This design comes from an exercise in tuning for small area and a short achievable clock period on the open sky130 flow, not from production work. RTL that was checked went through simulation tests only; none was proved equivalent to the original. Function not checked in runs 2 to 4: the RTL went through the layout flow alone. No run shown here takes its clock network from TritonCTS; it comes from the design's own scripts or RTL. The clock input has no modelled driver; a real chip could not lean on it and would need a root buffer or a full tree. No activity file was given, so power comes from the tool's default toggle rates.

==> flow/config.mk <==
export PLATFORM = sky130hd
export DESIGN_NAME = radix_2_butterfly
export DESIGN_NICKNAME = radix_2_butterfly
export VERILOG_FILES = /design/flow/design.v
export SDC_FILE = /design/flow/constraint.sdc
export NUM_CORES = 4
export LEC_CHECK = 0
export CAP_MARGIN = 20
export CORE_MARGIN = 2
export CORE_UTILIZATION = 40
export SLEW_MARGIN = 20
==> flow/constraint.sdc <==
create_clock -name core_clock -period 3.0 [get_ports {clkIn}]
set_input_delay 0.6000 -clock core_clock [delete_from_list [all_inputs] [get_ports {clkIn}]]
set_output_delay 0.6000 -clock core_clock [all_outputs]
set_load 0.01 [all_outputs]
==> flow/design.v <==
parameter REAL_DATA_WIDTH = 32;
typedef logic[REAL_DATA_WIDTH-1:0] RealDataType;
function automatic RealDataType unpackReal(input RealDataType arg, input int NUM_BITS);
    if (NUM_BITS > REAL_DATA_WIDTH) begin
        $error("Attempted to grab %d bits from %d bit RealDataType", NUM_BITS, REAL_DATA_WIDTH);
    end
    unpackReal = arg >> (REAL_DATA_WIDTH - NUM_BITS);
endfunction
function automatic RealDataType packReal(input RealDataType arg, input int NUM_BITS);
    if (NUM_BITS > REAL_DATA_WIDTH) begin
        $error("Attempted to pack %d bits in %d bit RealDataType", NUM_BITS, REAL_DATA_WIDTH);
    end
    packReal = arg << (REAL_DATA_WIDTH - NUM_BITS);
endfunction
typedef struct packed {
    RealDataType re;
    RealDataType im;
} ComplexType;
typedef logic[2*REAL_DATA_WIDTH-1:0] ComplexLogicType;
function automatic ComplexLogicType complexToLogic(input ComplexType arg);
    complexToLogic = {arg.im, arg.re};
endfunction
function automatic ComplexType logicToComplex(input ComplexLogicType arg);
    logicToComplex = {arg[2*REAL_DATA_WIDTH-1:REAL_DATA_WIDTH], arg[REAL_DATA_WIDTH-1:0]};
endfunction
`timescale 1ns/1ns
module radix_2_butterfly #(
    parameter DATA_WIDTH = 16
) (
    input  logic       clkIn,
    input  logic       rstIn,
    input  logic       enIn,
    input  logic       validIn,
    input  ComplexType dataIn,
    output logic       validOut,
    output ComplexType dataOut
);
    localparam int LW = DATA_WIDTH / 2;          
    localparam int HW = DATA_WIDTH + 1 - LW;     
    logic       stateR;      
    logic       bInvR;       
    logic       bNotInvR;    
    logic [2:0] validR;
    always_ff @(posedge clkIn) begin
        if (rstIn) begin
            stateR <= 1'b0;
            validR <= 3'b000;
        end else if (enIn) begin
            if (validIn) stateR <= ~stateR;
            validR <= {validR[1:0], validIn};
        end
    end
    logic signed [DATA_WIDTH-1:0] inRe, inIm;
    assign inRe = dataIn[63 -: DATA_WIDTH];
    assign inIm = dataIn[31 -: DATA_WIDTH];
    function automatic logic [HW:0] prefixAdd(input logic [HW-1:0] a,
                                              input logic [HW-1:0] b,
                                              input logic cin);
        logic [HW-1:0] p, g, gg, pp, gn, pn;
        p  = a ^ b;
        g  = a & b;
        gg = g;
        pp = p;
        gg[0] = g[0] | (p[0] & cin);
        for (int l = 0; (1 << l) < HW; l++) begin
            gn = gg;
            pn = pp;
            for (int i = 0; i < HW; i++) begin
                if ((i >> l) & 1) begin
                    gn[i] = gg[i] | (pp[i] & gg[((i >> l) << l) - 1]);
                    pn[i] = pp[i] & pp[((i >> l) << l) - 1];
                end
            end
            gg = gn;
            pp = pn;
        end
        prefixAdd = {gg[HW-1], p ^ {gg[HW-2:0], cin}};
    endfunction
    function automatic logic lowCarry(input logic [LW-1:0] a,
                                      input logic [LW-1:0] b,
                                      input logic cin);
        logic [HW:0] s;
        s = prefixAdd(HW'(a), HW'(b), cin);
        lowCarry = s[LW];
    endfunction
    logic signed [DATA_WIDTH-1:0] x0ReR, x0ImR, aReR, aImR, bReR, bImR;
    logic                         cReR, cImR;
    logic signed [DATA_WIDTH:0]   outReR, outImR;
    logic [HW:0] lowRe, lowIm, highRe, highIm;
    assign lowRe  = prefixAdd(HW'(aReR[LW-1:0]), HW'(bReR[LW-1:0]), bInvR);
    assign lowIm  = prefixAdd(HW'(aImR[LW-1:0]), HW'(bImR[LW-1:0]), ~bNotInvR);
    assign highRe = prefixAdd({aReR[DATA_WIDTH-1], aReR[DATA_WIDTH-1:LW]},
                              {bReR[DATA_WIDTH-1], bReR[DATA_WIDTH-1:LW]}, cReR);
    assign highIm = prefixAdd({aImR[DATA_WIDTH-1], aImR[DATA_WIDTH-1:LW]},
                              {bImR[DATA_WIDTH-1], bImR[DATA_WIDTH-1:LW]}, cImR);
    always_ff @(posedge clkIn) begin
        if (enIn) begin
            if (stateR) begin
                aReR  <= x0ReR;
                aImR  <= x0ImR;
                bReR  <= inRe;
                bImR  <= inIm;
                bInvR <= 1'b0;
                bNotInvR <= 1'b1;
                cReR  <= lowCarry(x0ReR[LW-1:0], inRe[LW-1:0], 1'b0);
                cImR  <= lowCarry(x0ImR[LW-1:0], inIm[LW-1:0], 1'b0);
            end else begin
                x0ReR <= inRe;
                x0ImR <= inIm;
                bReR  <= ~bReR;
                bImR  <= ~bImR;
                bInvR <= ~bInvR;
                bNotInvR <= ~bNotInvR;
                cReR  <= lowCarry(aReR[LW-1:0], ~bReR[LW-1:0], ~bInvR);
                cImR  <= lowCarry(aImR[LW-1:0], ~bImR[LW-1:0], bNotInvR);
            end
            outReR <= {highRe[HW-1:0], lowRe[LW-1:0]};
            outImR <= {highIm[HW-1:0], lowIm[LW-1:0]};
        end
    end
    assign dataOut.re = {outReR, {(32-DATA_WIDTH-1){1'b0}}};
    assign dataOut.im = {outImR, {(32-DATA_WIDTH-1){1'b0}}};
    assign validOut   = validR[2];
endmodule
==> flow/flow/run.sh <==
#!/bin/bash
# Layout flow: the standard ORFS flow (standard.sh) with these changes:
#  - synthesis: no full/half adder cell extraction before ABC (ADDER_MAP_FILE
#    empty) and ABC's delay-driven mapping script (ABC_AREA=1);
#  - resizing may change a cell's footprint (MATCH_CELL_FOOTPRINT=0);
#  - ports buffered with buf_2;
#  - repair_timing aims for SETUP_SLACK_MARGIN of slack;
#  - the clock tree is built by flow/cts_manual.tcl instead of TritonCTS:
#    the clock port drives 2 clkbuf_16, each driving 4 clkbuf_8, each
#    driving the flip-flops of one eighth of the core.
# Each step's output goes to a log file of its own in this folder.
set -euo pipefail
K=(ADDER_MAP_FILE= ABC_AREA=1 MATCH_CELL_FOOTPRINT=0 SETUP_SLACK_MARGIN=1.4
   "BUFFER_PORTS_ARGS=-buffer_cell sky130_fd_sc_hd__buf_2"
   CLK_NLEAF=8 CLK_NROOT=2 CLK_LEAF_CELL=sky130_fd_sc_hd__clkbuf_8 CLK_ROOT_CELL=sky130_fd_sc_hd__clkbuf_8)
bash standard.sh "${K[@]}" place > 1_synth_place.log 2>&1
bash standard.sh "${K[@]}" run RUN_SCRIPT="$PWD/flow/cts_manual.tcl" > 2_cts_manual.log 2>&1
bash standard.sh "${K[@]}" finish > 3_route_finish.log 2>&1
==> flow/flow/cts_manual.tcl <==
utl::set_metrics_stage "cts__{}"
source $::env(SCRIPTS_DIR)/load.tcl
erase_non_stage_variables cts
load_design 3_place.odb 3_place.sdc

set_dont_use $::env(DONT_USE_CELLS)

proc env_or { name default } {
  if { [info exists ::env($name)] } { return $::env($name) }
  return $default
}
set nleaf [env_or CLK_NLEAF 4]
set nroot [env_or CLK_NROOT 0]
set leafCell [env_or CLK_LEAF_CELL sky130_fd_sc_hd__clkbuf_16]
set rootCell [env_or CLK_ROOT_CELL sky130_fd_sc_hd__clkbuf_16]

set db [ord::get_db]
set block [ord::get_db_block]
set clkNet [$block findNet clkIn]

# split a list of {x y payload} into n groups of equal size
proc split_groups { items n } {
  set groups [list $items]
  set axis 0
  while { [llength $groups] < $n } {
    set out {}
    foreach g $groups {
      set s [lsort -integer -index $axis $g]
      set h [expr {[llength $s] / 2}]
      lappend out [lrange $s 0 [expr {$h - 1}]] [lrange $s $h end]
    }
    set groups $out
    set axis [expr {1 - $axis}]
  }
  return $groups
}

proc centre { g } {
  set sx 0
  set sy 0
  foreach s $g {
    set sx [expr {$sx + [lindex $s 0]}]
    set sy [expr {$sy + [lindex $s 1]}]
  }
  set n [llength $g]
  return [list [expr {$sx / $n}] [expr {$sy / $n}]]
}

# make buffer name of cell at (x, y) driving the pins in items from net in
proc make_buffer { name cell x y items inNet } {
  set db [ord::get_db]
  set block [ord::get_db_block]
  set master [$db findMaster $cell]
  set inst [odb::dbInst_create $block $master $name]
  set net [odb::dbNet_create $block "net_$name"]
  $net setSigType CLOCK
  [$inst findITerm A] connect $inNet
  [$inst findITerm X] connect $net
  foreach s $items {
    set it [lindex $s 2]
    $it disconnect
    $it connect $net
  }
  $inst setLocation [expr {$x - [$master getWidth] / 2}] [expr {$y - [$master getHeight] / 2}]
  $inst setPlacementStatus PLACED
  puts "manual cts: $name ($cell) drives [llength $items] pins around ($x, $y)"
  return [$inst findITerm A]
}

set sinks {}
foreach it [$clkNet getITerms] {
  set bb [[$it getInst] getBBox]
  lappend sinks [list [expr {([$bb xMin] + [$bb xMax]) / 2}] \
                      [expr {([$bb yMin] + [$bb yMax]) / 2}] $it]
}
puts "manual cts: [llength $sinks] sinks, $nleaf leaf buffers, $nroot root buffers"

set leaves {}
set k 0
foreach g [split_groups $sinks $nleaf] {
  lassign [centre $g] cx cy
  set a [make_buffer "clkbuf_leaf_$k" $leafCell $cx $cy $g $clkNet]
  lappend leaves [list $cx $cy $a]
  incr k
}
if { $nroot > 0 } {
  set k 0
  foreach g [split_groups $leaves $nroot] {
    lassign [centre $g] cx cy
    make_buffer "clkbuf_root_$k" $rootCell $cx $cy $g $clkNet
    incr k
  }
}
$clkNet setSigType CLOCK

set_propagated_clock [all_clocks]
estimate_parasitics -placement

set_placement_padding -global \
  -left $::env(CELL_PAD_IN_SITES_DETAIL_PLACEMENT) \
  -right $::env(CELL_PAD_IN_SITES_DETAIL_PLACEMENT)
detailed_placement
estimate_parasitics -placement
report_clock_latency
report_clock_skew

if { !$::env(SKIP_CTS_REPAIR_TIMING) } {
  repair_timing_helper
  detailed_placement
  check_placement -verbose
}

report_metrics 4 "cts final"

orfs_write_db $::env(RESULTS_DIR)/4_1_cts.odb
orfs_write_sdc $::env(RESULTS_DIR)/4_cts.sdc
==> flow/standard.sh <==
#!/bin/bash
# synth_recipe.tcl (not shown) runs the flow's synth.tcl, then flattens the netlist and writes it again
# the make line also repeats each setting of config.mk as NAME=value (left out here)
make -C /OpenROAD-flow-scripts/flow DESIGN_CONFIG=/design/flow/config.mk WORK_HOME=/design/flow/orfs CLKGATE_MAP_FILE= SYNTH_SCRIPT=/design/flow/synth_recipe.tcl "${@:-finish}"
==> flow_summary.toml, run 1 <==
[status]
outcome = "no timing/DRC/antenna violations"

[power]
internal_power_mw = 2.826
seq_power_share = 0.626
p_switching_mw = 0.9785
comb_power_share = 0.150
total_power_mw = 3.804
switching_share = 0.2572
ir_drop_mv = 0.1983
pwr-share-clk = 0.224
cellPowerDensity_nw_per_um2 = 519.4
p_leak_nw = 3.226

[sta]
fmax_ghz = 0.6534
skew_ns = 0.009344
hold_ws_ns = 0.4235
fin_crit_ns = 1.530
tns_ns = 0
drv_slew = 0
min_period_over_period = 0.5102
worst_pin_slew_ns = 0.6572
finalHoldViolations = 0
final-setup-viol-count = 0
rsz0062_at_grt = "true"
max_slew_margin = 0.5619

[critical_path]
path_max_fanout = 1
max_stage_delay_ns = 0.43
path_class = "flop to output pin"
crit_slowest_cell = "edfxtp_1"
crit_path_cell_trace = "buf_2"
crit_arrival_ns = 0.93
crit_path_end_kind = "output pin"
start_kind = "flop"
cp_num_buf_inv = 1
critPathRequiredTime_ns = 2.40
path_depth = 1
reg2regPathDepth = 7
cp_top_family = "flip-flops"

[die]
coreArea_um2 = 15940
placementRows = 46
chipHeight_um = 132.0
die-area_um2 = 17430
start_util = 0.4113
die_x_um = 132.0
ios = 133

[finish]
instances_no_fill = 967
mostFrequentLayoutCell = "nand2_1"
seq_area_um2 = 4105
fillers = 1523
synthToLayoutAreaGrowth_pct = 11.70
stdcell_area_um2 = 7325
drive_gt1_frac = 0.1853
final_nets = 820
final_cell_mix = "nand2_1 (196), edfxtp_1 (134), inv_1 (73)"
multi_input_area_um2 = 2068

[route]
first_pass_iters = 6
via_per_inst = 4.455
num_vias = 4308
wirelength_um = 11490
drc_errors = 0
wire_per_inst_um = 11.88
ant_nets = 0
drtIter0Drc = 252

[synthesis]
postSynthAreaPerCell_um2 = 9.817
ys_seq_elements = 138
synthCells = 668
synth.distinct_cells = 29
synth_warnings = 1
netlist_area_um2 = 6558
yosysSeqAreaShare = 0.6258

[global_routing]
grt_pass1_wl_um = 18900
antenna_found_initial = 2
grt_pass1_vias = 4141
grt_max_degree = 70
overflow = 0
grt_usage = 0.1290

[place]
dp_hpwl_um = 7751
place_inst = 948
gp_congestion = 0.7769
port_buffers = 70
post_dp_cell_area_um2 = 7081

[min_path]
holdPathStages = 0
hp-class = "flop to flop"

[job]
cap_viol_max_count = 0

[clock_network]
clkTransAtPathRegs_ns = 0.11
clock_latency_ns = 0.33
final cells by class:
| class | instances | share of cell area |
|---|---|---|
| timing repair buffer | 80 | 0.06115 |
| buffer | 10 | 0.01879 |
| inverter | 75 | 0.03895 |
| sequential | 138 | 0.5605 |
| antenna | 1 | 0.0003416 |
| timing repair inverter | 1 | 0.001025 |
| tap | 216 | 0.03690 |
| multi-input combinational | 446 | 0.2824 |
path summary, 6_finish.rpt:
path | startpoint | end | slack, ns
worst max-delay path | outImR[0] | dataOut[15] | 1.47
worst min-delay path | x0ImR[13] | aImR[13] | 0.42
worst max register to register | bReR[14] | outReR[15] | 1.52
worst min register to register | x0ImR[13] | aImR[13] | 0.42
routing by layer:
layer	wire, um	up-vias	track usage	share of wire
li1	-	2268	-	-
met1	4723	1951	0.1469	0.41
met2	6015	71	0.2538	0.52
met3	520	16	0.02191	0.045
met4	221	2	0.02174	0.019
met5	7	-	0	0.00061
power by group through the flow:
stage | clock (mW) | sequential, mW | combinational (mW)
floorplan | 0 | 2.44 | 0.376
global placement | 0 | 2.42 | 0.541
detailed placement | 0 | 2.43 | 0.559
CTS | 0.894 | 2.38 | 0.563
global route | 0.949 | 2.40 | 0.657
finish | 0.851 | 2.38 | 0.572
registers in the layout (all words and copies together) (netlist names):
| signal | count |
|---|---|
| aImR | 16 |
| aReR | 16 |
| bImR | 16 |
| bInvR | 1 |
| bNotInvR | 1 |
| bReR | 16 |
| cImR | 1 |
| cReR | 1 |
| outImR | 17 |
| outReR | 17 |
| stateR | 1 |
| validR | 3 |
| x0ImR | 16 |
| x0ReR | 16 |
synthesized netlist by cell type:
library cell	instances	area share
nor2_1	62	0.035
inv_1	74	0.042
o21bai_1	1	0.0011
o21ai_0	48	0.037
a21oi_1	12	0.0092
o21a_1	1	0.0011
buf_4	30	0.034
edfxtp_1	134	0.61
buf_2	1	0.00076
or2_0	2	0.0019
nand3b_1	1	0.0011
a31oi_1	1	0.00095
nor3_1	4	0.0031
or2_2	4	0.0038
nor2_4	1	0.0017
nand3_1	23	0.018
xor2_1	16	0.021
clkbuf_1	7	0.0040
inv_2	1	0.00057
conb_1	1	0.00057
dfxtp_1	4	0.012
xnor2_1	5	0.0067
nand2_2	17	0.016
or2_1	6	0.0057
nor2_2	4	0.0038
o21ai_1	2	0.0015
nand2_4	2	0.0034
nand2_1	201	0.12
o21ai_2	3	0.0040
cell families after synthesis:
group | after synthesis | share of synthesized area
xor+xnor | 21 | 0.02805
flops | 138 | 0.6258
other cells | 1 | 0.0005719
simple gates | 327 | 0.2089
buf+inv | 113 | 0.08205
compound gates | 68 | 0.05457
through the flow:
stage / setup slack (ns) / util
floorplan: 1.441 / -
global placement: 0.9748 / 0.4441
detailed placement: 0.9304 / 0.4441
global route: 1.371 / 0.4593
finish: 1.470 / 0.4594
worst reg2reg max path, stage by stage, from the launching register on:
cell      delay, ns
edfxtp_1       0.42
nand2_1        0.09
inv_1          0.03
or2_2          0.30
o21ai_0        0.18
inv_1          0.07
nand3_1        0.10
nand2_1        0.06
==> run 2: changes to the inputs <==
==> flow/design.v (replaced) <==
parameter REAL_DATA_WIDTH = 32;
typedef logic[REAL_DATA_WIDTH-1:0] RealDataType;
function automatic RealDataType unpackReal(input RealDataType arg, input int NUM_BITS);
    if (NUM_BITS > REAL_DATA_WIDTH) begin
        $error("Attempted to grab %d bits from %d bit RealDataType", NUM_BITS, REAL_DATA_WIDTH);
    end
    unpackReal = arg >> (REAL_DATA_WIDTH - NUM_BITS);
endfunction
function automatic RealDataType packReal(input RealDataType arg, input int NUM_BITS);
    if (NUM_BITS > REAL_DATA_WIDTH) begin
        $error("Attempted to pack %d bits in %d bit RealDataType", NUM_BITS, REAL_DATA_WIDTH);
    end
    packReal = arg << (REAL_DATA_WIDTH - NUM_BITS);
endfunction
typedef struct packed {
    RealDataType re;
    RealDataType im;
} ComplexType;
typedef logic[2*REAL_DATA_WIDTH-1:0] ComplexLogicType;
function automatic ComplexLogicType complexToLogic(input ComplexType arg);
    complexToLogic = {arg.im, arg.re};
endfunction
function automatic ComplexType logicToComplex(input ComplexLogicType arg);
    logicToComplex = {arg[2*REAL_DATA_WIDTH-1:REAL_DATA_WIDTH], arg[REAL_DATA_WIDTH-1:0]};
endfunction
`timescale 1ns/1ns
module radix_2_butterfly #(
    parameter DATA_WIDTH = 16
) (
    input  logic       clkIn,
    input  logic       rstIn,
    input  logic       enIn,
    input  logic       validIn,
    input  ComplexType dataIn,
    output logic       validOut,
    output ComplexType dataOut
);
    localparam int W  = DATA_WIDTH + 1;          
    localparam int LS = 10;                      
    localparam int HS = W - LS;                  
    logic       stateR;      
    logic       bInvR;       
    logic [2:0] validR;
    always_ff @(posedge clkIn) begin
        if (rstIn) begin
            stateR <= 1'b0;
            validR <= 3'b000;
        end else if (enIn) begin
            if (validIn) stateR <= ~stateR;
            validR <= {validR[1:0], validIn};
        end
    end
    logic signed [DATA_WIDTH-1:0] inRe, inIm;
    assign inRe = dataIn[63 -: DATA_WIDTH];
    assign inIm = dataIn[31 -: DATA_WIDTH];
    function automatic logic [2*W-1:0] prefixAdd(input logic [W-1:0] a,
                                                 input logic [W-1:0] b,
                                                 input logic cin);
        logic [W-1:0] p, g, gg, pp, gn, pn;
        p  = a ^ b;
        g  = a & b;
        gg = g;
        pp = p;
        gg[0] = g[0] | (p[0] & cin);
        for (int l = 0; (1 << l) < W; l++) begin
            gn = gg;
            pn = pp;
            for (int i = 0; i < W; i++) begin
                if ((i >> l) & 1) begin
                    gn[i] = gg[i] | (pp[i] & gg[((i >> l) << l) - 1]);
                    pn[i] = pp[i] & pp[((i >> l) << l) - 1];
                end
            end
            gg = gn;
            pp = pn;
        end
        prefixAdd = {gg, p ^ {gg[W-2:0], cin}};
    endfunction
    function automatic logic [LS:0] lowAdd(input logic [LS-1:0] a,
                                           input logic [LS-1:0] b,
                                           input logic cin);
        logic [2*W-1:0] s;
        s = prefixAdd({{(W-LS){1'b0}}, a}, {{(W-LS){1'b0}}, b}, cin);
        lowAdd = {s[W+LS-1], s[LS-1:0]};
    endfunction
    function automatic logic [HS-1:0] highAdd(input logic [HS-1:0] a,
                                              input logic [HS-1:0] b,
                                              input logic cin);
        logic [2*W-1:0] s;
        s = prefixAdd({{LS{1'b0}}, a}, {{LS{1'b0}}, b}, cin);
        highAdd = s[HS-1:0];
    endfunction
    logic signed [DATA_WIDTH-1:0]  x0ReR, x0ImR;
    logic [LS-1:0]                 sumLoReR, sumLoImR, difLoReR, difLoImR;
    logic [HS-2:0]                 aHiReR, aHiImR, bHiReR, bHiImR;
    logic                          cReR, cImR, cDifReR, cDifImR;
    logic signed [DATA_WIDTH:0]    outReR, outImR;
    logic [LS:0] sumLoRe, sumLoIm, difLoRe, difLoIm;
    assign sumLoRe = lowAdd(x0ReR[LS-1:0], inRe[LS-1:0], 1'b0);
    assign sumLoIm = lowAdd(x0ImR[LS-1:0], inIm[LS-1:0], 1'b0);
    assign difLoRe = lowAdd(x0ReR[LS-1:0], ~inRe[LS-1:0], 1'b1);
    assign difLoIm = lowAdd(x0ImR[LS-1:0], ~inIm[LS-1:0], 1'b1);
    always_ff @(posedge clkIn) begin
        if (enIn) begin
            if (stateR) begin
                sumLoReR <= sumLoRe[LS-1:0];
                sumLoImR <= sumLoIm[LS-1:0];
                difLoReR <= difLoRe[LS-1:0];
                difLoImR <= difLoIm[LS-1:0];
                cDifReR  <= difLoRe[LS];
                cDifImR  <= difLoIm[LS];
                cReR     <= sumLoRe[LS];
                cImR     <= sumLoIm[LS];
                aHiReR   <= x0ReR[DATA_WIDTH-1:LS];
                aHiImR   <= x0ImR[DATA_WIDTH-1:LS];
                bHiReR   <= inRe[DATA_WIDTH-1:LS];
                bHiImR   <= inIm[DATA_WIDTH-1:LS];
                bInvR    <= 1'b0;
            end else begin
                x0ReR    <= inRe;
                x0ImR    <= inIm;
                cReR     <= cDifReR;
                cImR     <= cDifImR;
                bHiReR   <= ~bHiReR;
                bHiImR   <= ~bHiImR;
                bInvR    <= ~bInvR;
            end
            outReR <= {highAdd({aHiReR[HS-2], aHiReR}, {bHiReR[HS-2], bHiReR}, cReR),
                       bInvR ? difLoReR : sumLoReR};
            outImR <= {highAdd({aHiImR[HS-2], aHiImR}, {bHiImR[HS-2], bHiImR}, cImR),
                       bInvR ? difLoImR : sumLoImR};
        end
    end
    assign dataOut.re = {outReR, {(32-DATA_WIDTH-1){1'b0}}};
    assign dataOut.im = {outImR, {(32-DATA_WIDTH-1){1'b0}}};
    assign validOut   = validR[2];
endmodule
--- a/flow/flow/run.sh
+++ b/flow/flow/run.sh
@@ -12,7 +12,7 @@
 set -euo pipefail
 K=(ADDER_MAP_FILE= ABC_AREA=1 MATCH_CELL_FOOTPRINT=0 SETUP_SLACK_MARGIN=1.4
    "BUFFER_PORTS_ARGS=-buffer_cell sky130_fd_sc_hd__buf_2"
-   CLK_NLEAF=8 CLK_NROOT=2 CLK_LEAF_CELL=sky130_fd_sc_hd__clkbuf_8 CLK_ROOT_CELL=sky130_fd_sc_hd__clkbuf_8)
+   CLK_NLEAF=8 CLK_NROOT=2 CLK_LEAF_CELL=sky130_fd_sc_hd__clkbuf_8)
 bash standard.sh "${K[@]}" place > 1_synth_place.log 2>&1
 bash standard.sh "${K[@]}" run RUN_SCRIPT="$PWD/flow/cts_manual.tcl" > 2_cts_manual.log 2>&1
 bash standard.sh "${K[@]}" finish > 3_route_finish.log 2>&1
==> flow_summary.toml, run 2 <==
[die]
start_util = 0.4045
die_x_um = 132.6
coreArea_um2 = 16350
ios = 133
placementRows = 47
die-area_um2 = 17580
chipHeight_um = 132.6

[finish]
drive_gt1_frac = 0.3023
fillers = 1559
final_nets = 778
final_cell_mix = "nand2_1 (134), edfxtp_1 (133), buf_2 (70)"
mostFrequentLayoutCell = "nand2_1"
reg_top3 = "outImR (17), outReR (17)"
synthToLayoutAreaGrowth_pct = 16.31

[power]
p_leak_nw = 3.302
ir_drop_mv = 0.2301
cellPowerDensity_nw_per_um2 = 502.7

[sta]
fin_crit_ns = 1.621
skew_ns = 0.01248
worst_pin_slew_ns = 0.6089
tns_ns = 0
max_slew_margin = 0.5918
fmax_ghz = 0.6168
drv_slew = 0
rsz0062_at_grt = "true"
min_period_over_period = 0.5404
hold_ws_ns = 0.4311
finalHoldViolations = 0
final-setup-viol-count = 0

[synthesis]
netlist_area_um2 = 6613
synthAdderAreaFrac = 0.003027
ys_async_sr_fraction = 0
synth_top_family_by_area = "simple AND/OR/NAND/NOR gates"
synth_top_cell_by_area = "edfxtp_1"
synth_most_common_cell = "nand2_1"
ys_seq_elements = 137
synth_compound_area_frac = 0.04030
yosys-top-cells-count = "nand2_1 (150), edfxtp_1 (133), inv_1 (65)"
yosysSeqAreaShare = 0.6161
synth_area_leaders = "edfxtp_1 (60%), nand2_1 (8.5%), xor2_1 (5.3%), inv_1 (3.7%), buf_4 (3.4%)"
synth_mux_area_frac = 0.03065
synthXorXnorAreaFrac = 0.06623
synth.distinct_cells = 31
synth-simple-area-share = 0.1622
postSynthAreaPerCell_um2 = 10.84
synth_warnings = 1
synthCells = 610
synth.top_cell.area_share = 0.6040
synth_edf_count = 133
synthFlopType = "edfxtp_1"

[critical_path]
crit_path_end_kind = "flop"
crit_path_cell_trace = "nand2_4 > inv_4 > nor2_4 > inv_2 > nand2_2 > nor2_2 > nor2_2 > nand2_2 > nand2_2 > nand2_1 > nand2_1 > nand2_1"
crit_slowest_cell = "edfxtp_1"
path_max_fanout = 4
crit_arrival_ns = 1.70
path_class = "flop to flop"
start_kind = "flop"
critPathRequiredTime_ns = 3.08
max_stage_delay_ns = 0.50

[place]
dp_hpwl_um = 7837
port_buffers = 70
gp_congestion = 0.8194

[min_path]
hp-class = "flop to flop"

[route]
wirelength_um = 11380
wire_per_inst_um = 12.25
first_pass_iters = 4
num_vias = 4141
drc_errors = 0
via_per_inst = 4.457
drtIter0Drc = 164
ant_nets = 0

[clock_network]
clock_latency_ns = 0.31
clkTransAtPathRegs_ns = 0.10

[global_routing]
grt_usage = 0.1239
grt_pass1_vias = 3913
grt_max_degree = 53
antenna_found_initial = 1
overflow = 0
grt_pass1_wl_um = 18310

[job]
cap_viol_max_count = 0

[status]
outcome = "no timing/DRC/antenna violations"
==> run 2: cells by family after synthesis <==
group                    count (synthesis)
adder cells (fa/ha/maj)                  2
AO/OA/AOI/OAI                           45
AND/OR/NAND/NOR                        245
buffers and inverters                  112
other                                    1
flip-flops                             137
XOR/XNOR                                50
multiplexers                            18
==> run 2: worst max-delay path: cells and delay by family (launching register included) <==
family	cells	cell delay, ns
AND/OR/NAND/NOR	10	0.78
flip-flops	1	0.50
buffers and inverters	2	0.11
==> run 2: per-stage QoR <==
| stage | total power [mW] | setup WS (ns) | util | instances | area, um2 |
|---|---|---|---|---|---|
| global route | 4.059 | 1.263 | 0.4703 | 928 | 7689 |
| floorplan | 2.802 | 1.252 | - | 639 | 6808 |
| detailed placement | 2.956 | 0.9344 | 0.4418 | 899 | 7222 |
| global placement | 2.933 | 0.9608 | 0.4418 | 899 | 7222 |
| finish | 3.867 | 1.379 | 0.4705 | 929 | 7691 |
==> run 2: area by class of cell <==
cell class / count / area (um2) / area share
well taps: 220 / 275.3 / 0.03579
flip-flops and latches: 137 / 4075 / 0.5299
multi-input cells: 390 / 2316 / 0.3011
diodes: 1 / 2.502 / 0.0003254
inverters: 77 / 297.8 / 0.03872
repair buffers: 93 / 559.3 / 0.07272
plain buffers: 10 / 160.2 / 0.02082
repair inverters: 1 / 5.005 / 0.0006507
==> run 2: worst paths after layout <==
check | to | from | cells past startpoint | slack, ns
max | difLoImR[9] | x0ImR[6] | 12 | 1.38
min | aHiImR[1] | x0ImR[11] | 0 | 0.43
max reg2reg | difLoImR[9] | x0ImR[6] | 12 | 1.38
min reg2reg | aHiImR[1] | x0ImR[11] | 0 | 0.43
==> run 2: power by group <==
group	total (mW)	switching [mW]	internal, mW
combinational	0.641	0.388	0.253
sequential	2.32	0.0519	2.27
clock	0.903	0.540	0.364
total	3.87	0.980	2.89
==> run 2: layer usage <==
| metal | track usage | routed length, um | up-vias |
|---|---|---|---|
| met2 | 0.2337 | 5756 | 100 |
| met1 | 0.1550 | 4874 | 1903 |
| met4 | 0.01852 | 187 | 0 |
| li1 | - | - | 2122 |
| met5 | 0 | 0 | - |
| met3 | 0.01494 | 562 | 16 |
==> run 3: changes to the inputs <==
--- a/flow/design.v
+++ b/flow/design.v
@@ -36,10 +36,11 @@
     output ComplexType dataOut
 );
     localparam int W  = DATA_WIDTH + 1;          
-    localparam int LS = 10;                      
-    localparam int HS = W - LS;                  
+    localparam int LW = 9;                       
+    localparam int HW = W - LW;                  
     logic       stateR;      
-    logic       bInvR;       
+    logic       bNegReR;     
+    logic       bNegImNR;    
     logic [2:0] validR;
     always_ff @(posedge clkIn) begin
         if (rstIn) begin
@@ -76,59 +77,67 @@
         end
         prefixAdd = {gg, p ^ {gg[W-2:0], cin}};
     endfunction
-    function automatic logic [LS:0] lowAdd(input logic [LS-1:0] a,
-                                           input logic [LS-1:0] b,
-                                           input logic cin);
+    function automatic logic lowCarry(input logic [LW-1:0] a,
+                                      input logic [LW-1:0] b,
+                                      input logic cin);
         logic [2*W-1:0] s;
-        s = prefixAdd({{(W-LS){1'b0}}, a}, {{(W-LS){1'b0}}, b}, cin);
-        lowAdd = {s[W+LS-1], s[LS-1:0]};
+        s = prefixAdd({{(W-LW){1'b0}}, a}, {{(W-LW){1'b0}}, b}, cin);
+        lowCarry = s[W+LW-1];
     endfunction
-    function automatic logic [HS-1:0] highAdd(input logic [HS-1:0] a,
-                                              input logic [HS-1:0] b,
+    function automatic logic [LW-1:0] lowSum(input logic [LW-1:0] a,
+                                             input logic [LW-1:0] b);
+        logic [2*W-1:0] s;
+        s = prefixAdd({{(W-LW){1'b0}}, a}, {{(W-LW){1'b0}}, b}, 1'b0);
+        lowSum = s[LW-1:0];
+    endfunction
+    function automatic logic [HW-1:0] highSum(input logic [HW-1:0] a,
+                                              input logic [HW-1:0] b,
                                               input logic cin);
         logic [2*W-1:0] s;
-        s = prefixAdd({{LS{1'b0}}, a}, {{LS{1'b0}}, b}, cin);
-        highAdd = s[HS-1:0];
+        s = prefixAdd({{LW{1'b0}}, a}, {{LW{1'b0}}, b}, cin);
+        highSum = s[HW-1:0];
     endfunction
-    logic signed [DATA_WIDTH-1:0]  x0ReR, x0ImR;
-    logic [LS-1:0]                 sumLoReR, sumLoImR, difLoReR, difLoImR;
-    logic [HS-2:0]                 aHiReR, aHiImR, bHiReR, bHiImR;
-    logic                          cReR, cImR, cDifReR, cDifImR;
-    logic signed [DATA_WIDTH:0]    outReR, outImR;
-    logic [LS:0] sumLoRe, sumLoIm, difLoRe, difLoIm;
-    assign sumLoRe = lowAdd(x0ReR[LS-1:0], inRe[LS-1:0], 1'b0);
-    assign sumLoIm = lowAdd(x0ImR[LS-1:0], inIm[LS-1:0], 1'b0);
-    assign difLoRe = lowAdd(x0ReR[LS-1:0], ~inRe[LS-1:0], 1'b1);
-    assign difLoIm = lowAdd(x0ImR[LS-1:0], ~inIm[LS-1:0], 1'b1);
+    logic signed [DATA_WIDTH-1:0] x0ReR, x0ImR, aReR, aImR;
+    logic [LW-1:0]                bLoReR, bLoImR;
+    logic [DATA_WIDTH-LW-1:0]     bHiReR, bHiImR;
+    logic                         cReR, cImR;
+    logic signed [DATA_WIDTH:0]   outReR, outImR;
+    function automatic logic negCarry(input logic [LW-1:0] a,
+                                      input logic [LW-1:0] bLo,
+                                      input logic bNeg);
+        negCarry = lowCarry(a, ~bLo, 1'b1) & ~(bNeg & (bLo == '0));
+    endfunction
     always_ff @(posedge clkIn) begin
         if (enIn) begin
             if (stateR) begin
-                sumLoReR <= sumLoRe[LS-1:0];
-                sumLoImR <= sumLoIm[LS-1:0];
-                difLoReR <= difLoRe[LS-1:0];
-                difLoImR <= difLoIm[LS-1:0];
-                cDifReR  <= difLoRe[LS];
-                cDifImR  <= difLoIm[LS];
-                cReR     <= sumLoRe[LS];
-                cImR     <= sumLoIm[LS];
-                aHiReR   <= x0ReR[DATA_WIDTH-1:LS];
-                aHiImR   <= x0ImR[DATA_WIDTH-1:LS];
-                bHiReR   <= inRe[DATA_WIDTH-1:LS];
-                bHiImR   <= inIm[DATA_WIDTH-1:LS];
-                bInvR    <= 1'b0;
+                aReR     <= x0ReR;
+                aImR     <= x0ImR;
+                bLoReR   <= inRe[LW-1:0];
+                bLoImR   <= inIm[LW-1:0];
+                bHiReR   <= inRe[DATA_WIDTH-1:LW];
+                bHiImR   <= inIm[DATA_WIDTH-1:LW];
+                bNegReR  <= 1'b0;
+                bNegImNR <= 1'b1;
+                cReR     <= lowCarry(x0ReR[LW-1:0], inRe[LW-1:0], 1'b0);
+                cImR     <= lowCarry(x0ImR[LW-1:0], inIm[LW-1:0], 1'b0);
             end else begin
                 x0ReR    <= inRe;
                 x0ImR    <= inIm;
-                cReR     <= cDifReR;
-                cImR     <= cDifImR;
+                bLoReR   <= ~bLoReR + 1'b1;
+                bLoImR   <= ~bLoImR + 1'b1;
                 bHiReR   <= ~bHiReR;
                 bHiImR   <= ~bHiImR;
-                bInvR    <= ~bInvR;
+                bNegReR  <= ~bNegReR;
+                bNegImNR <= ~bNegImNR;
+                cReR     <= negCarry(aReR[LW-1:0], bLoReR, bNegReR);
+                cImR     <= negCarry(aImR[LW-1:0], bLoImR, ~bNegImNR);
             end
-            outReR <= {highAdd({aHiReR[HS-2], aHiReR}, {bHiReR[HS-2], bHiReR}, cReR),
-                       bInvR ? difLoReR : sumLoReR};
-            outImR <= {highAdd({aHiImR[HS-2], aHiImR}, {bHiImR[HS-2], bHiImR}, cImR),
-                       bInvR ? difLoImR : sumLoImR};
+            outReR <= {highSum({aReR[DATA_WIDTH-1], aReR[DATA_WIDTH-1:LW]},
+                               {bHiReR[DATA_WIDTH-LW-1], bHiReR}, cReR),
+                       lowSum(aReR[LW-1:0], bLoReR)};
+            outImR <= {highSum({aImR[DATA_WIDTH-1], aImR[DATA_WIDTH-1:LW]},
+                               {bHiImR[DATA_WIDTH-LW-1], bHiImR}, cImR),
+                       lowSum(aImR[LW-1:0], bLoImR)};
         end
     end
     assign dataOut.re = {outReR, {(32-DATA_WIDTH-1){1'b0}}};
==> flow_summary.toml, run 3 <==
[critical_path]
crit_arrival_ns = 1.63
path_class = "flop to flop"
max_stage_delay_ns = 0.46
critPathRequiredTime_ns = 3.08
crit_path_cell_trace = "inv_1 > nor2_2 > nor2_4 > nor2_2 > a21oi_2 > nand2_4 > buf_4 > xor2_1"
crit_slowest_cell = "edfxtp_1"
crit_path_end_kind = "flop"
path_max_fanout = 4
start_kind = "flop"
cp_top_family = "flip-flops"
cp_num_buf_inv = 2
path_common_cell = "nor2_2"

[route]
met3WireLength_um = 616
highest_layer = "met5"
wl_met1_um = 5926
via_per_inst = 4.576
first_pass_iters = 5
ant_nets = 0
drtIter0Drc = 221
drc_errors = 0
num_vias = 4686
wirelength_um = 12690
wl_met2_um = 5982
wire_per_inst_um = 12.39

[global_routing]
grt_pass1_wl_um = 19760
grt_usage = 0.1324
overflow = 0
antenna_found_initial = 1
grt_max_degree = 72
grt_pass1_vias = 4092

[synthesis]
synth_warnings = 1
yosys-top-cells-count = "nand2_1 (210), edfxtp_1 (134), inv_1 (65), nor2_1 (65), nand3_1 (32)"
synth_most_common_cell = "nand2_1"
synth_edf_count = 134
synthFlopType = "edfxtp_1"
netlist_area_um2 = 6800
postSynthAreaPerCell_um2 = 9.687
synth_top_cell_by_area = "edfxtp_1"
yosysSeqAreaShare = 0.6035
synth_area_leaders = "edfxtp_1 (59%), nand2_1 (12%), inv_1 (3.6%), nor2_1 (3.6%), buf_4 (3.3%)"
ys_seq_elements = 138
synthCells = 702
synth.top_cell.area_share = 0.5917
synth.distinct_cells = 38
ys_async_sr_fraction = 0

[place]
place_inst = 986
gp_congestion = 0.7678
port_buffers = 70
pre_cts_ws_ns = 0.8674
dp_hpwl_um = 8202

[finish]
diodes = 0
instances_no_fill = 1024
final_nets = 874
mostFrequentLayoutCell = "nand2_1"
reg_top3 = "outImR (17), outReR (17)"
drive_gt1_frac = 0.2363
synthToLayoutAreaGrowth_pct = 14.68
fillers = 1619
final_cell_mix = "nand2_1 (203), edfxtp_1 (134), buf_2 (69)"

[sta]
tns_ns = 0
min_period_over_period = 0.5162
hold_ws_ns = 0.4201
worst_slack_ns = 1.451
fin_crit_ns = 1.549
final-setup-viol-count = 0
max_slew_margin = 0.5393
worst_pin_slew_ns = 0.6910
skew_ns = 0.02367
finalHoldViolations = 0
fmax_ghz = 0.6458
drv_slew = 0
rsz0062_at_grt = "true"

[die]
ios = 133
start_util = 0.4101
die_x_um = 134.4
die-area_um2 = 18060
chipHeight_um = 134.4
coreArea_um2 = 16580
placementRows = 47

[status]
outcome = "no timing/DRC/antenna violations"

[power]
cellPowerDensity_nw_per_um2 = 509.3
p_leak_nw = 3.462
total_power_mw = 3.972
ir_drop_mv = 0.3072

[job]
cap_viol_max_count = 0

[min_path]
hp-class = "flop to flop"

[clock_network]
clock_latency_ns = 0.32
clkTransAtPathRegs_ns = 0.11
## run 3: cell count changes after synthesis, moves of 4 or more
cell	delta
nand3_1	+12
xor2_1	-20
nand2_1	+60
mux2_2	-18
a21oi_2	+4
clkbuf_1	+4
o21ai_0	+9
xnor2_1	-8
a21oi_1	+9
nor2_1	+26
nand2_2	-9
nand4_1	+4
nor3_1	+4
## run 3: final timing paths
check,from,to,slack (ns),cells past startpoint
hold reg to reg,x0ReR[12],aReR[12],0.42,0
setup reg to reg,aImR[3],outImR[4],1.45,8
setup / recovery,aImR[3],outImR[4],1.45,8
hold / removal,x0ReR[12],aReR[12],0.42,0
## run 3: stage by stage
step | instance area (um2) | utilization
final | 7799 | 0.4703
after global routing | 7799 | 0.4703
after detailed placement | 7316 | 0.4412
after floorplan | 6922 | -
after global placement | 7316 | 0.4412
## run 3: logic make-up after synthesis
logic type / count (synthesis) / synth area share
other cells: 1 / 0.0005514
simple gates: 350 / 0.2204
buf+inv: 116 / 0.08077
flops: 138 / 0.6035
compound gates: 72 / 0.05925
xor+xnor: 25 / 0.03551
## run 3: where the power goes
| part | internal (mW) | switching [mW] |
|---|---|---|
| Sequential | 2.31 | 0.0720 |
| Clock | 0.364 | 0.548 |
| Combinational | 0.259 | 0.420 |
## run 3: area by class of cell
class,count,area (um2),area share
sequential,138,4105,0.5264
multi-input combinational,477,2352,0.3016
timing repair buffer,99,590.6,0.07573
inverter,78,300.3,0.03850
tap,220,275.3,0.03530
buffer,10,160.2,0.02054
timing repair inverter,2,15.01,0.001925
## run 3: metal layers
| metal | vias up | global-route usage |
|---|---|---|
| li1 | 2449 | - |
| met1 | 2132 | 0.1854 |
| met2 | 92 | 0.2262 |
| met3 | 11 | 0.01890 |
| met4 | 2 | 0.01579 |
| met5 | - | 0 |
==> run 4: changes to the inputs <==
--- a/flow/flow/run.sh
+++ b/flow/flow/run.sh
@@ -10,7 +10,7 @@
 #    driving the flip-flops of one eighth of the core.
 # Each step's output goes to a log file of its own in this folder.
 set -euo pipefail
-K=(ADDER_MAP_FILE= ABC_AREA=1 MATCH_CELL_FOOTPRINT=0 SETUP_SLACK_MARGIN=1.4
+K=(ADDER_MAP_FILE= ABC_AREA=1 MATCH_CELL_FOOTPRINT=0 SETUP_SLACK_MARGIN=1.5
    "BUFFER_PORTS_ARGS=-buffer_cell sky130_fd_sc_hd__buf_2"
    CLK_NLEAF=8 CLK_NROOT=2 CLK_LEAF_CELL=sky130_fd_sc_hd__clkbuf_8)
 bash standard.sh "${K[@]}" place > 1_synth_place.log 2>&1
==> flow_summary.toml, run 4 <==
[status]
outcome = "no timing/DRC/antenna violations"

[finish]
mostFrequentLayoutCell = "nand2_1"
final_cell_mix = "nand2_1 (187), edfxtp_1 (134), buf_2 (68)"
final_nets = 892
diodes = 0
final_util = 0.4916
synthToLayoutAreaGrowth_pct = 19.89
reg_top3 = "outImR (17), outReR (17)"
drive_gt1_frac = 0.2883
stdcell_area_um2 = 8153

[min_path]
hp-class = "flop to flop"
min_from = "x0ReR[15]"
holdPathEnd = "aReR[15]"
holdPathStages = 0

[synthesis]
synthCells = 702
synth.distinct_cells = 38
synthAdderAreaFrac = 0
synth_area_leaders = "edfxtp_1 (59%), nand2_1 (12%), inv_1 (3.6%), nor2_1 (3.6%), buf_4 (3.3%)"
netlist_area_um2 = 6800
synth_top_family_by_area = "simple AND/OR/NAND/NOR gates"
ys_async_sr_fraction = 0
synth_most_common_cell = "nand2_1"
synth_top_cell_by_area = "edfxtp_1"
synthXorXnorAreaFrac = 0.03551
synth_edf_count = 134
synthFlopType = "edfxtp_1"
synth.top_cell.area_share = 0.5917
yosysSeqAreaShare = 0.6035
yosys-top-cells-count = "nand2_1 (210), edfxtp_1 (134), inv_1 (65), nor2_1 (65), nand3_1 (32)"
synth-simple-area-share = 0.2204
postSynthAreaPerCell_um2 = 9.687
synth_mux_area_frac = 0
synth_warnings = 1
ys_seq_elements = 138
synth_compound_area_frac = 0.05925

[sta]
tns_ns = 0
drv_slew = 0
worst_slack_ns = 1.428
fmax_ghz = 0.6363
skew_ns = 0.01768
finalHoldViolations = 0
min_period_over_period = 0.5239
fin_crit_ns = 1.572
worst_pin_slew_ns = 0.6643
rsz0062_at_grt = "true"
max_slew_margin = 0.5571
final-setup-viol-count = 0

[route]
ant_nets = 0
via_per_inst = 4.579
first_pass_iters = 5
drc_errors = 0
wirelength_um = 12990
num_vias = 4771
wire_per_inst_um = 12.47
drtIter0Drc = 250

[power]
switching_share = 0.2668
p_leak_nw = 3.642
internal_power_mw = 2.972
cellPowerDensity_nw_per_um2 = 497.1
pwr-share-clk = 0.226
p_switching_mw = 1.081
ir_drop_mv = 0.3577
comb_power_share = 0.183
seq_power_share = 0.591

[global_routing]
grt_pass1_vias = 4218
top_usage_layer = "met2"
use_met3 = 0.01701
overflow = 0
antenna_found_initial = 0
grt_use_met2 = 0.2287
use_met1 = 0.1847
grt_max_degree = 69
grt_usage = 0.1336
grt_pass1_wl_um = 19830

[die]
placementRows = 47
die_x_um = 134.4
coreArea_um2 = 16580
chipHeight_um = 134.4
ios = 133
start_util = 0.4101
die-area_um2 = 18060

[clock_network]
clock_latency_ns = 0.32
clkTransAtPathRegs_ns = 0.11

[job]
cap_viol_max_count = 0

[critical_path]
path_max_fanout = 4
critPathRequiredTime_ns = 3.09
regToRegStartpoint = "bLoImR[3]"
crit_arrival_ns = 1.66
path_class = "flop to flop"
crit_path_end_kind = "flop"
regToRegSetupSlack_ns = 1.43
reg2regPathDepth = 8
rr_endpoint = "outImR[4]"
start_kind = "flop"

[place]
post_dp_cell_area_um2 = 7343
port_buffers = 70
dp_hpwl_um = 8465
gp_congestion = 0.7924
pre_cts_ws_ns = 0.9282
[run 4: cell counts after synthesis]
No cell type changed its count.
[run 4: layer usage]
metal | up-vias | wire length [um]
met5 | - | 0
met4 | 0 | 235
met3 | 14 | 721
met2 | 115 | 6143
met1 | 2160 | 5889
li1 | 2482 | -
[run 4: layout make-up]
type,instances,area [um2]
fill,1599,8431
buffer,10,160.2
tap,220,275.3
inverter,78,302.8
timing repair inverter,1,7.507
timing repair buffer,118,774.5
multi-input combinational,477,2525
sequential,138,4108
[run 4: kinds of logic after synthesis]
group	Yosys count
DFF	138
AOI/OAI and AO/OA	72
xor gates and xnor gates	25
other	1
buffers and inverters	116
and+or+nand+nor	350
[run 4: worst max path at each step]
stage / from / endpoint / slack [ns] / depth (start not counted)
after floorplan: enIn / x0ImR[0] / 1.44 / 2
after global placement: stateR / cImR / 0.95 / 5
after detailed placement: stateR / cImR / 0.93 / 5
after CTS: bLoReR[0] / cReR / 1.40 / 8
after global routing: bLoImR[7] / outImR[8] / 1.35 / 6
final: bLoImR[3] / outImR[4] / 1.43 / 8
[run 4: power groups by stage]
stage	registers [mW]	logic [mW]	clock network, mW
floorplan	2.44	0.427	0
CTS	2.39	0.653	0.942
global route	2.41	0.838	1.01
detailed placement	2.44	0.609	0
global placement	2.44	0.600	0
finish	2.39	0.742	0.916
[run 4: critical path: stages, from the launching register on]
cell	delay [ns]
edfxtp_1	0.47
inv_2	0.11
nor2_4	0.04
nor2_4	0.12
nor2_2	0.05
a21oi_2	0.15
nand2_4	0.11
buf_4	0.16
xor2_1	0.13
[run 4: metrics by stage]
| stage | power (mW) | instances | hold WS (ns) |
|---|---|---|---|
| floorplan | 2.871 | 731 | 0.4003 |
| global placement | 3.037 | 987 | 0.4016 |
| detailed placement | 3.049 | 987 | 0.4045 |
| global route | 4.260 | 1042 | 0.4346 |
| finish | 4.053 | 1042 | 0.4242 |

-- re-timing with driven ports --
Ports are ideal in the flow. The routed layouts listed here were re-timed in OpenROAD.
Step 1, drivers: a clkbuf_16 drives clkIn and a buf_2 each remaining input, both assumed.
Step 2 adds t to the input delays and takes it off the output delays; t is the mean of the earliest and latest rising clock arrival at the registers after step 1. Input paths then give back, and output paths get back, about the clock's delay inside the block.
Three values: ideal, step 1, step 2; two values: the first two.
run	t (ns)	setup slack, ns	worst hold slack (ns)	worst setup path after step 2
run 1	0.372	1.470 / 1.423 / 1.164	0.424 / 0.424 / 0.424	input to register
run 2	0.357	1.379 / 1.379 / 1.138	0.431 / 0.431 / 0.431	input to register
run 3	0.363	1.451 / 1.415 / 1.170	0.420 / 0.420 / 0.420	input to register
run 4	0.364	1.428 / 1.428 / 1.290	0.424 / 0.424 / 0.424	input to register
After both steps every run listed still meets setup and hold. For run 1, which loses most, drivers alone change the setup slack by -0.047 ns; drivers and shift together by -0.306 ns.
